From an optimization exercise on the open Yosys and OpenROAD flow, aimed at small area, a short achievable clock period and few clock cycles; shortcuts taken in it are not production practice. At most, simulation tests tie the RTL to the original design; equivalence was not proved. Power and IR drop assume default switching activity.

==> inputs of v20 <==
==> flow/design.v <==
module pipeline (
	input  wire        clk,
	input  wire        rst_n,
	output wire [31:0] imem_addr,
	input  wire [31:0] imem_rdata,
	output reg  [31:0] dmem_addr,
	output reg  [31:0] dmem_wdata,
	output reg         dmem_we,
	output reg         dmem_byte,
	input  wire [31:0] dmem_rdata
);
	reg  [31:0] pc;
	reg         e_wen, e_load, e_store, e_br, e_jalr, e_link, e_pred, e_jal4;
	reg         e_alu, e_sub, e_sra, e_byte;
	reg  [2:0]  e_f3;
	reg  [4:0]  e_rd;
	reg  [31:0] e_a, e_b, e_aux;
	reg         w_wen, w_load, w_lb;
	reg  [4:0]  w_rd;
	reg  [31:0] rf [1:31];
	assign imem_addr = pc;
	wire [31:0] inst = imem_rdata;
	wire [4:0]  rs1 = inst[19:15];
	wire [4:0]  rs2 = inst[24:20];
	wire [4:0]  rd  = inst[11:7];
	wire [2:0]  f3  = inst[14:12];
	wire d_jal   = inst[3];
	wire d_jalr  = inst[6] & inst[2] & ~inst[3];
	wire d_br    = inst[6] & ~inst[2];
	wire d_lui   = ~inst[6] & inst[2];
	wire d_load  = ~inst[5] & ~inst[4];
	wire d_store = ~inst[6] & inst[5] & ~inst[4];
	wire d_opimm = ~inst[5] & inst[4];
	wire d_op    = inst[5] & inst[4] & ~inst[2];
	wire d_use1  = ~d_lui & ~d_jal;
	wire d_use2  = d_op | d_br | d_store;
	wire d_wr    = d_op | d_opimm | d_load | d_lui | d_jal | d_jalr;
	wire d_wen   = d_wr & (rd != 5'd0);
	wire d_alu   = d_op | d_opimm;
	wire d_sub   = d_br | (d_alu & ~f3[2] & f3[1]) | (d_op & inst[30] & (f3 == 3'b000));
	wire [31:0] e_bx  = e_b ^ {32{e_sub}};
	wire [31:0] e_sum = e_a + e_bx + {31'd0, e_sub};
	wire        e_sd  = e_a[31] ^ e_b[31];
	wire        e_lt  = e_sd ? e_a[31] : e_sum[31];
	wire        e_ltu = e_sd ? e_b[31] : e_sum[31];
	wire        e_eq  = (e_a == e_b);
	wire [2:0]  e_rsel = e_alu ? e_f3 : 3'b000;
	wire        e_left = ~e_f3[2];
	wire [4:0]  e_sh   = e_b[4:0];
	reg  [31:0] e_srev;
	integer k;
	always @(*) for (k = 0; k < 32; k = k + 1) e_srev[k] = e_a[31 - k];
	wire [31:0] e_sin  = e_left ? e_srev : e_a;
	wire        e_fill = e_sra & e_a[31] & ~e_left;
	wire [31:0] e_sr   = $signed({e_fill, e_sin}) >>> e_sh;
	reg  [31:0] e_srr;
	always @(*) for (k = 0; k < 32; k = k + 1) e_srr[k] = e_sr[31 - k];
	wire [31:0] e_shift = e_left ? e_srr : e_sr;
	reg  [31:0] e_alu_out;
	always @(*) begin
		case (e_rsel)
			3'b000: e_alu_out = e_sum;
			3'b001: e_alu_out = e_shift;
			3'b010: e_alu_out = {31'd0, e_lt};
			3'b011: e_alu_out = {31'd0, e_ltu};
			3'b100: e_alu_out = e_a ^ e_b;
			3'b101: e_alu_out = e_shift;
			3'b110: e_alu_out = e_a | e_b;
			default: e_alu_out = e_a & e_b;
		endcase
	end
	wire [31:0] e_res = e_link ? e_aux : e_alu_out;
	wire e_cond  = e_f3[2] ? (e_f3[1] ? e_ltu : e_lt) : e_eq;
	wire e_taken = e_cond ^ e_f3[0];
	wire redirect = e_jalr | (e_br & (e_taken ^ e_pred));
	wire [31:0] e_target = e_jalr ? {e_sum[31:1], 1'b0} : e_aux;
	wire [31:0] w_data = w_load ? (w_lb ? {24'd0, dmem_rdata[31:24]} : dmem_rdata) : dmem_addr;
	wire fe1 = e_wen & (e_rd == rs1);
	wire fw1 = w_wen & (w_rd == rs1);
	wire fe2 = e_wen & (e_rd == rs2);
	wire fw2 = w_wen & (w_rd == rs2);
	reg  [31:0] rf1, rf2;
	integer r;
	always @(*) begin
		rf1 = 32'd0;
		rf2 = 32'd0;
		for (r = 1; r < 32; r = r + 1) begin
			rf1 = rf1 | (rf[r] & {32{rs1 == r}});
			rf2 = rf2 | (rf[r] & {32{rs2 == r}});
		end
	end
	wire [31:0] rs1v = fe1 ? e_res : fw1 ? w_data : rf1;
	wire [31:0] rs2v = fe2 ? e_res : fw2 ? w_data : rf2;
	wire stall = e_load & e_wen & ((d_use1 & (e_rd == rs1)) | (d_use2 & (e_rd == rs2)));
	wire go    = ~redirect & ~stall;
	wire [31:0] imm_b_op = d_lui ? {inst[31:12], 12'd0}
	                             : {{20{inst[31]}}, inst[31:25], d_store ? inst[11:7] : inst[24:20]};
	wire [31:0] imm_pc = {{12{inst[31]}},
	                      inst[3] ? inst[19:12] : {8{inst[31]}},
	                      inst[3] ? inst[20] : inst[2] ? inst[31] : inst[7],
	                      inst[30:25],
	                      inst[2] ? inst[24:21] : inst[11:8],
	                      inst[2] & ~inst[3] & inst[20]};
	wire [31:0] pc_tgt = pc + imm_pc;
	wire [31:0] pc_4   = pc + 32'd4;
	wire        d_jalr_k = d_jalr & e_jal4 & (e_rd == rs1);
	wire        d_br4  = (inst[31:25] == 7'd0) & (inst[11:7] == 5'b00100);
	wire        d_pred = d_jal | (d_br & inst[31]) | d_jalr_k;
	wire        d_jal4 = d_jal & (inst[31:12] == 20'h00400);
	always @(posedge clk or negedge rst_n) begin
		if (!rst_n) begin
			pc <= 32'd0; e_jal4 <= 1'b0;
			e_wen <= 1'b0; e_load <= 1'b0; e_store <= 1'b0; e_br <= 1'b0; e_jalr <= 1'b0;
			dmem_we <= 1'b0; w_wen <= 1'b0;
		end else begin
			if (redirect)    pc <= e_target;
			else if (!stall) pc <= d_pred ? {pc_tgt[31:1], pc_tgt[0] & ~d_jalr} : pc_4;
			e_wen   <= go & d_wen;
			e_load  <= go & d_load;
			e_store <= go & d_store;
			e_br    <= go & d_br & ~d_br4;
			e_jalr  <= go & d_jalr & ~d_jalr_k;
			e_jal4  <= go & d_jal4 & d_wen;
			dmem_we <= e_store;
			w_wen   <= e_wen;
		end
	end
	always @(posedge clk) begin
		e_link <= d_jal | d_jalr;
		e_pred <= d_pred;
		e_alu  <= d_alu;
		e_sub  <= d_sub;
		e_sra  <= inst[30];
		e_byte <= ~f3[1];
		e_f3   <= f3;
		e_rd   <= rd;
		e_a    <= d_lui ? 32'd0 : rs1v;
		e_b    <= (d_op | d_br) ? rs2v : imm_b_op;
		e_aux  <= d_store ? rs2v : (d_br & ~inst[31]) ? pc_tgt : pc_4;
		dmem_addr  <= e_res;
		dmem_wdata <= e_aux;
		dmem_byte  <= e_byte;
		w_rd   <= e_rd;
		w_load <= e_load;
		w_lb   <= e_byte;
		if (w_wen) rf[w_rd] <= w_data;
	end
endmodule
==> flow/flow/run.sh <==
#!/bin/bash
set -euo pipefail
export SETUP_SLACK_MARGIN=5.5
export BUFFER_PORTS_ARGS="-buffer_cell sky130_fd_sc_hd__buf_2"
bash standard.sh > standard_flow.log 2>&1
==> flow/standard.sh <==
#!/bin/bash
# synth_recipe.tcl (not shown) runs the flow's synth.tcl, then flattens the netlist and writes it again
# the make line also repeats each setting of config.mk as NAME=value (left out here)
make -C /OpenROAD-flow-scripts/flow DESIGN_CONFIG=/design/flow/config.mk WORK_HOME=/design/flow/orfs CLKGATE_MAP_FILE= SYNTH_SCRIPT=/design/flow/synth_recipe.tcl "${@:-finish}"
==> flow/config.mk <==
export PLATFORM = sky130hd
export DESIGN_NAME = pipeline
export DESIGN_NICKNAME = pipeline
export VERILOG_FILES = /design/flow/design.v
export SDC_FILE = /design/flow/constraint.sdc
export NUM_CORES = 8
export LEC_CHECK = 0
export CAP_MARGIN = 20
export CELL_PAD_IN_SITES_DETAIL_PLACEMENT = 2
export CELL_PAD_IN_SITES_GLOBAL_PLACEMENT = 2
export CORE_MARGIN = 2
export CORE_UTILIZATION = 35
export CTS_CLUSTER_DIAMETER = 100
export CTS_CLUSTER_SIZE = 24
export SLEW_MARGIN = 20
==> flow/constraint.sdc <==
create_clock -name core_clock -period 10.0 [get_ports {clk}]
set_input_delay 2.0000 -clock core_clock [delete_from_list [all_inputs] [get_ports {clk}]]
set_output_delay 2.0000 -clock core_clock [all_outputs]
set_load 0.01 [all_outputs]
==> v38: changes against v20 <==
==> flow/design.v, changed modules only <==
module pipeline (
	input  wire        clk,
	input  wire        rst_n,
	output wire [31:0] imem_addr,
	input  wire [31:0] imem_rdata,
	output reg  [31:0] dmem_addr,
	output reg  [31:0] dmem_wdata,
	output reg         dmem_we,
	output reg         dmem_byte,
	input  wire [31:0] dmem_rdata
);
	reg  [31:0] pc;
	reg         e_wen, e_load, e_store, e_br, e_jalr, e_link, e_pred;
	reg         e_alu, e_sub, e_sra, e_byte;
	reg  [2:0]  e_f3;
	reg  [4:0]  e_rd;
	reg  [31:0] e_a, e_b, e_aux;
	reg         w_wen, w_load, w_lb;
	reg  [4:0]  w_rd;
	reg  [31:0] rf [1:31];
	assign imem_addr = pc;
	wire [31:0] inst = imem_rdata;
	wire [4:0]  rs1 = inst[19:15];
	wire [4:0]  rs2 = inst[24:20];
	wire [4:0]  rd  = inst[11:7];
	wire [2:0]  f3  = inst[14:12];
	wire d_jal   = inst[3];
	wire d_jalr  = inst[6] & inst[2] & ~inst[3];
	wire d_br    = inst[6] & ~inst[2];
	wire d_lui   = ~inst[6] & inst[2];
	wire d_load  = ~inst[5] & ~inst[4];
	wire d_store = ~inst[6] & inst[5] & ~inst[4];
	wire d_opimm = ~inst[5] & inst[4];
	wire d_op    = inst[5] & inst[4] & ~inst[2];
	wire d_use1  = ~d_lui & ~d_jal;
	wire d_use2  = d_op | d_br | d_store;
	wire d_wr    = d_op | d_opimm | d_load | d_lui | d_jal | d_jalr;
	wire d_wen   = d_wr & (rd != 5'd0);
	wire d_alu   = d_op | d_opimm;
	wire d_sub   = d_br | (d_alu & ~f3[2] & f3[1]) | (d_op & inst[30] & (f3 == 3'b000));
	wire [31:0] e_bx  = e_b ^ {32{e_sub}};
	wire [31:0] e_sum = e_a + e_bx + {31'd0, e_sub};
	wire        e_sd  = e_a[31] ^ e_b[31];
	wire        e_lt  = e_sd ? e_a[31] : e_sum[31];
	wire        e_ltu = e_sd ? e_b[31] : e_sum[31];
	wire        e_eq  = (e_a == e_b);
	wire [2:0]  e_rsel = e_alu ? e_f3 : 3'b000;
	wire        e_left = ~e_f3[2];
	wire [4:0]  e_sh   = e_b[4:0];
	reg  [31:0] e_srev;
	integer k;
	always @(*) for (k = 0; k < 32; k = k + 1) e_srev[k] = e_a[31 - k];
	wire [31:0] e_sin  = e_left ? e_srev : e_a;
	wire        e_fill = e_sra & e_a[31] & ~e_left;
	wire [31:0] e_sr   = $signed({e_fill, e_sin}) >>> e_sh;
	reg  [31:0] e_srr;
	always @(*) for (k = 0; k < 32; k = k + 1) e_srr[k] = e_sr[31 - k];
	wire [31:0] e_shift = e_left ? e_srr : e_sr;
	reg  [31:0] e_alu_out;
	always @(*) begin
		case (e_rsel)
			3'b000: e_alu_out = e_sum;
			3'b001: e_alu_out = e_shift;
			3'b010: e_alu_out = {31'd0, e_lt};
			3'b011: e_alu_out = {31'd0, e_ltu};
			3'b100: e_alu_out = e_a ^ e_b;
			3'b101: e_alu_out = e_shift;
			3'b110: e_alu_out = e_a | e_b;
			default: e_alu_out = e_a & e_b;
		endcase
	end
	wire [31:0] e_res = e_link ? e_aux : e_alu_out;
	wire e_cond  = e_f3[2] ? (e_f3[1] ? e_ltu : e_lt) : e_eq;
	wire e_taken = e_cond ^ e_f3[0];
	wire redirect = e_jalr | (e_br & (e_taken ^ e_pred));
	wire [31:0] e_target = e_jalr ? {e_sum[31:1], 1'b0} : e_aux;
	wire [31:0] w_data = w_load ? (w_lb ? {24'd0, dmem_rdata[31:24]} : dmem_rdata) : dmem_addr;
	wire fe1 = e_wen & (e_rd == rs1);
	wire fw1 = w_wen & (w_rd == rs1);
	wire fe2 = e_wen & (e_rd == rs2);
	wire fw2 = w_wen & (w_rd == rs2);
	wire [31:0] rf1 = (rs1 == 5'd0) ? 32'd0 : rf[rs1];
	wire [31:0] rf2 = (rs2 == 5'd0) ? 32'd0 : rf[rs2];
	wire [31:0] rs1v = fe1 ? e_res : fw1 ? w_data : rf1;
	wire [31:0] rs2v = fe2 ? e_res : fw2 ? w_data : rf2;
	wire stall = e_load & e_wen & ((d_use1 & (e_rd == rs1)) | (d_use2 & (e_rd == rs2)));
	wire go    = ~redirect & ~stall;
	wire [31:0] imm_b_op = d_lui ? {inst[31:12], 12'd0}
	                             : {{20{inst[31]}}, inst[31:25], d_store ? inst[11:7] : inst[24:20]};
	wire [31:0] imm_jb = d_jal ? {{12{inst[31]}}, inst[19:12], inst[20], inst[30:21], 1'b0}
	                           : {{20{inst[31]}}, inst[7], inst[30:25], inst[11:8], 1'b0};
	wire [31:0] pc_tgt = pc + imm_jb;
	wire [31:0] pc_4   = pc + 32'd4;
	wire        d_pred = d_jal | (d_br & inst[31]);
	always @(posedge clk or negedge rst_n) begin
		if (!rst_n) begin
			pc <= 32'd0;
			e_wen <= 1'b0; e_load <= 1'b0; e_store <= 1'b0; e_br <= 1'b0; e_jalr <= 1'b0;
			dmem_we <= 1'b0; w_wen <= 1'b0;
		end else begin
			if (redirect)    pc <= e_target;
			else if (!stall) pc <= d_pred ? pc_tgt : pc_4;
			e_wen   <= go & d_wen;
			e_load  <= go & d_load;
			e_store <= go & d_store;
			e_br    <= go & d_br;
			e_jalr  <= go & d_jalr;
			dmem_we <= e_store;
			w_wen   <= e_wen;
		end
	end
	always @(posedge clk) begin
		e_link <= d_jal | d_jalr;
		e_pred <= d_pred;
		e_alu  <= d_alu;
		e_sub  <= d_sub;
		e_sra  <= inst[30];
		e_byte <= ~f3[1];
		e_f3   <= f3;
		e_rd   <= rd;
		e_a    <= d_lui ? 32'd0 : rs1v;
		e_b    <= (d_op | d_br) ? rs2v : imm_b_op;
		e_aux  <= d_store ? rs2v : (d_br & ~inst[31]) ? pc_tgt : pc_4;
		dmem_addr  <= e_res;
		dmem_wdata <= e_aux;
		dmem_byte  <= e_byte;
		w_rd   <= e_rd;
		w_load <= e_load;
		w_lb   <= e_byte;
		if (w_wen) rf[w_rd] <= w_data;
	end
endmodule
==> flow/run.sh (new file) <==
#!/bin/bash
# synth_recipe.tcl (not shown) runs the flow's synth.tcl, then flattens the netlist and writes it again
# the make line also repeats each setting of config.mk as NAME=value (left out here)
make -C /OpenROAD-flow-scripts/flow DESIGN_CONFIG=/design/flow/config.mk WORK_HOME=/design/flow/orfs CLKGATE_MAP_FILE= SYNTH_SCRIPT=/design/flow/synth_recipe.tcl finish
CELL_PAD_IN_SITES_DETAIL_PLACEMENT = 1   (was 2)
CELL_PAD_IN_SITES_GLOBAL_PLACEMENT = 1   (was 2)
CORE_UTILIZATION = 55   (was 35)
CTS_CLUSTER_DIAMETER = default   (was 100)
CTS_CLUSTER_SIZE = default   (was 24)
SETUP_SLACK_MARGIN = 5   (was default)
removed: flow/flow/run.sh
removed: flow/standard.sh
==> v28: changes against v20 <==
==> flow/design.v, changed modules only <==
module pipeline (
	input  wire        clk,
	input  wire        rst_n,
	output wire [31:0] imem_addr,
	input  wire [31:0] imem_rdata,
	output reg  [31:0] dmem_addr,
	output reg  [31:0] dmem_wdata,
	output reg         dmem_we,
	output reg         dmem_byte,
	input  wire [31:0] dmem_rdata
);
	reg  [31:0] pc;
	reg         e_wen, e_load, e_store, e_br, e_jalr, e_link, e_pred;
	reg         e_alu, e_sub, e_sra, e_byte;
	reg  [2:0]  e_f3;
	reg  [4:0]  e_rd;
	reg  [31:0] e_a, e_b, e_aux;
	reg         w_wen, w_load, w_lb;
	reg  [4:0]  w_rd;
	reg  [31:0] rf [1:31];
	assign imem_addr = pc;
	wire [31:0] inst = imem_rdata;
	wire [4:0]  rs1 = inst[19:15];
	wire [4:0]  rs2 = inst[24:20];
	wire [4:0]  rd  = inst[11:7];
	wire [2:0]  f3  = inst[14:12];
	wire d_jal   = inst[3];
	wire d_jalr  = inst[6] & inst[2] & ~inst[3];
	wire d_br    = inst[6] & ~inst[2];
	wire d_lui   = ~inst[6] & inst[2];
	wire d_load  = ~inst[5] & ~inst[4];
	wire d_store = ~inst[6] & inst[5] & ~inst[4];
	wire d_opimm = ~inst[5] & inst[4];
	wire d_op    = inst[5] & inst[4] & ~inst[2];
	wire d_use1  = ~d_lui & ~d_jal;
	wire d_use2  = d_op | d_br | d_store;
	wire d_wr    = d_op | d_opimm | d_load | d_lui | d_jal | d_jalr;
	wire d_wen   = d_wr & (rd != 5'd0);
	wire d_alu   = d_op | d_opimm;
	wire d_sub   = d_br | (d_alu & ~f3[2] & f3[1]) | (d_op & inst[30] & (f3 == 3'b000));
	wire [31:0] e_bx  = e_b ^ {32{e_sub}};
	wire [31:0] e_sum = e_a + e_bx + {31'd0, e_sub};
	wire        e_sd  = e_a[31] ^ e_b[31];
	wire        e_lt  = e_sd ? e_a[31] : e_sum[31];
	wire        e_ltu = e_sd ? e_b[31] : e_sum[31];
	wire        e_eq  = (e_a == e_b);
	wire [2:0]  e_rsel = e_alu ? e_f3 : 3'b000;
	wire        e_left = ~e_f3[2];
	wire [4:0]  e_sh   = e_b[4:0];
	reg  [31:0] e_srev;
	integer k;
	always @(*) for (k = 0; k < 32; k = k + 1) e_srev[k] = e_a[31 - k];
	wire [31:0] e_sin  = e_left ? e_srev : e_a;
	wire        e_fill = e_sra & e_a[31] & ~e_left;
	wire [31:0] e_sr   = $signed({e_fill, e_sin}) >>> e_sh;
	reg  [31:0] e_srr;
	always @(*) for (k = 0; k < 32; k = k + 1) e_srr[k] = e_sr[31 - k];
	wire [31:0] e_shift = e_left ? e_srr : e_sr;
	reg  [31:0] e_alu_out;
	always @(*) begin
		case (e_rsel)
			3'b000: e_alu_out = e_sum;
			3'b001: e_alu_out = e_shift;
			3'b010: e_alu_out = {31'd0, e_lt};
			3'b011: e_alu_out = {31'd0, e_ltu};
			3'b100: e_alu_out = e_a ^ e_b;
			3'b101: e_alu_out = e_shift;
			3'b110: e_alu_out = e_a | e_b;
			default: e_alu_out = e_a & e_b;
		endcase
	end
	wire [31:0] e_res = e_link ? e_aux : e_alu_out;
	wire e_cond  = e_f3[2] ? (e_f3[1] ? e_ltu : e_lt) : e_eq;
	wire e_taken = e_cond ^ e_f3[0];
	wire redirect = e_jalr | (e_br & (e_taken ^ e_pred));
	wire [31:0] e_target = e_jalr ? {e_sum[31:1], 1'b0} : e_aux;
	wire [31:0] w_data = w_load ? (w_lb ? {24'd0, dmem_rdata[31:24]} : dmem_rdata) : dmem_addr;
	wire fe1 = e_wen & (e_rd == rs1);
	wire fw1 = w_wen & (w_rd == rs1);
	wire fe2 = e_wen & (e_rd == rs2);
	wire fw2 = w_wen & (w_rd == rs2);
	wire [31:0] rf1 = (rs1 == 5'd0) ? 32'd0 : rf[rs1];
	wire [31:0] rf2 = (rs2 == 5'd0) ? 32'd0 : rf[rs2];
	wire [31:0] rs1v = fe1 ? e_res : fw1 ? w_data : rf1;
	wire [31:0] rs2v = fe2 ? e_res : fw2 ? w_data : rf2;
	wire stall = e_load & e_wen & ((d_use1 & (e_rd == rs1)) | (d_use2 & (e_rd == rs2)));
	wire go    = ~redirect & ~stall;
	wire [31:0] imm_b_op = d_lui ? {inst[31:12], 12'd0}
	                             : {{20{inst[31]}}, inst[31:25], d_store ? inst[11:7] : inst[24:20]};
	wire [31:0] imm_jb = d_jal ? {{12{inst[31]}}, inst[19:12], inst[20], inst[30:21], 1'b0}
	                           : {{20{inst[31]}}, inst[7], inst[30:25], inst[11:8], 1'b0};
	wire [31:0] pc_tgt = pc + imm_jb;
	wire [31:0] pc_4   = pc + 32'd4;
	wire        d_pred = d_jal | (d_br & inst[31]);
	always @(posedge clk or negedge rst_n) begin
		if (!rst_n) begin
			pc <= 32'd0;
			e_wen <= 1'b0; e_load <= 1'b0; e_store <= 1'b0; e_br <= 1'b0; e_jalr <= 1'b0;
			dmem_we <= 1'b0; w_wen <= 1'b0;
		end else begin
			if (redirect)    pc <= e_target;
			else if (!stall) pc <= d_pred ? pc_tgt : pc_4;
			e_wen   <= go & d_wen;
			e_load  <= go & d_load;
			e_store <= go & d_store;
			e_br    <= go & d_br;
			e_jalr  <= go & d_jalr;
			dmem_we <= e_store;
			w_wen   <= e_wen;
		end
	end
	always @(posedge clk) begin
		e_link <= d_jal | d_jalr;
		e_pred <= d_pred;
		e_alu  <= d_alu;
		e_sub  <= d_sub;
		e_sra  <= inst[30];
		e_byte <= ~f3[1];
		e_f3   <= f3;
		e_rd   <= rd;
		e_a    <= d_lui ? 32'd0 : rs1v;
		e_b    <= (d_op | d_br) ? rs2v : imm_b_op;
		e_aux  <= d_store ? rs2v : (d_br & ~inst[31]) ? pc_tgt : pc_4;
		dmem_addr  <= e_res;
		dmem_wdata <= e_aux;
		dmem_byte  <= e_byte;
		w_rd   <= e_rd;
		w_load <= e_load;
		w_lb   <= e_byte;
		if (w_wen) rf[w_rd] <= w_data;
	end
endmodule
==> flow/run.sh (new file) <==
#!/bin/bash
# synth_recipe.tcl (not shown) runs the flow's synth.tcl, then flattens the netlist and writes it again
# the make line also repeats each setting of config.mk as NAME=value (left out here)
make -C /OpenROAD-flow-scripts/flow DESIGN_CONFIG=/design/flow/config.mk WORK_HOME=/design/flow/orfs CLKGATE_MAP_FILE= SYNTH_SCRIPT=/design/flow/synth_recipe.tcl finish
CTS_CLUSTER_DIAMETER = default   (was 100)
CTS_CLUSTER_SIZE = default   (was 24)
SETUP_SLACK_MARGIN = 5   (was default)
removed: flow/flow/run.sh
removed: flow/standard.sh
==> v2: changes against v20 <==
--- a/flow/design.v
+++ b/flow/design.v
@@ -96,14 +96,10 @@
 	wire [31:0] imm_b_op = d_lui ? {inst[31:12], 12'd0}
 	                             : {{20{inst[31]}}, inst[31:25], d_store ? inst[11:7] : inst[24:20]};
-	wire [31:0] imm_pc = {{12{inst[31]}},
-	                      inst[3] ? inst[19:12] : {8{inst[31]}},
-	                      inst[3] ? inst[20] : inst[2] ? inst[31] : inst[7],
-	                      inst[30:25],
-	                      inst[2] ? inst[24:21] : inst[11:8],
-	                      inst[2] & ~inst[3] & inst[20]};
+	wire [31:0] imm_pc = d_jal  ? {{12{inst[31]}}, inst[19:12], inst[20], inst[30:21], 1'b0}
+	                   : d_jalr ? {{20{inst[31]}}, inst[31:20]}
+	                   :          {{20{inst[31]}}, inst[7], inst[30:25], inst[11:8], 1'b0};
 	wire [31:0] pc_tgt = pc + imm_pc;
 	wire [31:0] pc_4   = pc + 32'd4;
 	wire        d_jalr_k = d_jalr & e_jal4 & (e_rd == rs1);
-	wire        d_br4  = (inst[31:25] == 7'd0) & (inst[11:7] == 5'b00100);
 	wire        d_pred = d_jal | (d_br & inst[31]) | d_jalr_k;
 	wire        d_jal4 = d_jal & (inst[31:12] == 20'h00400);
@@ -119,5 +115,5 @@
 			e_load  <= go & d_load;
 			e_store <= go & d_store;
-			e_br    <= go & d_br & ~d_br4;
+			e_br    <= go & d_br;
 			e_jalr  <= go & d_jalr & ~d_jalr_k;
 			e_jal4  <= go & d_jal4 & d_wen;
==> summary of the runs <==
Of v28 and v38, v38 has the higher first-iteration DRC count (gap about 30%, measured against v38). Total power: v20 < v2 < v38 < v28. Global-route usage: v20 > v2 > v38 > v28. Via count, lowest first: v28, v38, v2, v20. The highest routed wire length belongs to v20, the lowest to v38.
==> figures <==
Global-route wire length before repair: v2 486000 um; v20 493000 um; v28 369000 um; v38 338000 um
FF+latch count, synth: v2 1213; v20 1213; v28 1212; v38 1212
Post-place setup slack: v2 3.84 ns; v20 3.84 ns; v28 3.61 ns; v38 3.59 ns
Routability Congestion: v2 0.938; v20 0.968; v28 0.891; v38 1.07
Run status: v2 finished clean; v20 finished clean; v28 finished clean; v38 finished clean
Number of antenna violations at the first check in global routing: v2 20; v20 26; v28 13; v38 17
Termination of the worst setup path: v2 e_a[20]$_SDFF_PP0_; v20 e_b[2]$_DFF_P_; v28 e_b[3]$_DFF_P_; v38 e_b[12]$_DFF_P_
Total cell area at the placement stage: v2 64700 um^2; v20 65400 um^2; v28 69100 um^2; v38 67900 um^2
Met1 global-route usage: v2 49.8%; v20 51.3%; v28 35.7%; v38 52.1%
Synthesized-area fraction occupied by ao, oa, aoi and oai cells: v2 21.5%; v20 20.9%; v28 7.88%; v38 7.88%
Global Route met3 Usage: v2 9.51%; v20 10.3%; v28 3.50%; v38 9.48%
Testbench counts of v20, summed over its fixed seeds: cycles 86,161.
Testbench counts of v2, summed over its fixed seeds: cycles 86,713.
Only the layout flow was run in v38 and v28; the RTL was not checked for function there.

## port drivers added, routing unchanged
The results above use ideal ports. As a check the final layouts listed here were re-extracted and re-timed, cells and wires unchanged.
Step 1, drivers: a clkbuf_16 drives clk and a buf_2 each remaining input, both assumed.
Step 2, shift: input delay + t, output delay - t, t = (earliest + latest rising clock arrival at the registers) / 2. This alone moves slack from input paths to output paths.
Slacks: ideal / step 1 / step 2; pairs: ideal / step 1.
| run | shift t [ns] | slack for setup (ns) | hold slack, ns | worst data-port slew with drivers (ns) | pins driven straight from the clock port |
|---|---|---|---|---|---|
| v20 | 0.813 | 5.419 / 5.478 / 4.665 | 0.347 / 0.347 / 0.347 | 0.08 | 1 |
| v38 | 0.829 | 4.918 / 4.939 / 4.110 | 0.329 / 0.329 / 0.329 | 0.12 | 1 |
| v28 | 0.861 | 5.013 / 5.013 / 4.318 | 0.339 / 0.339 / 0.339 | 0.08 | 1 |
| v2 | 0.789 | 5.296 / 5.360 / 4.570 | 0.353 / 0.353 / 0.353 | 0.08 | 1 |
After both steps setup and hold are still met in every run listed. The setup slack of v38, which loses most, moves by +0.021 ns with the drivers and by -0.808 ns with both steps.
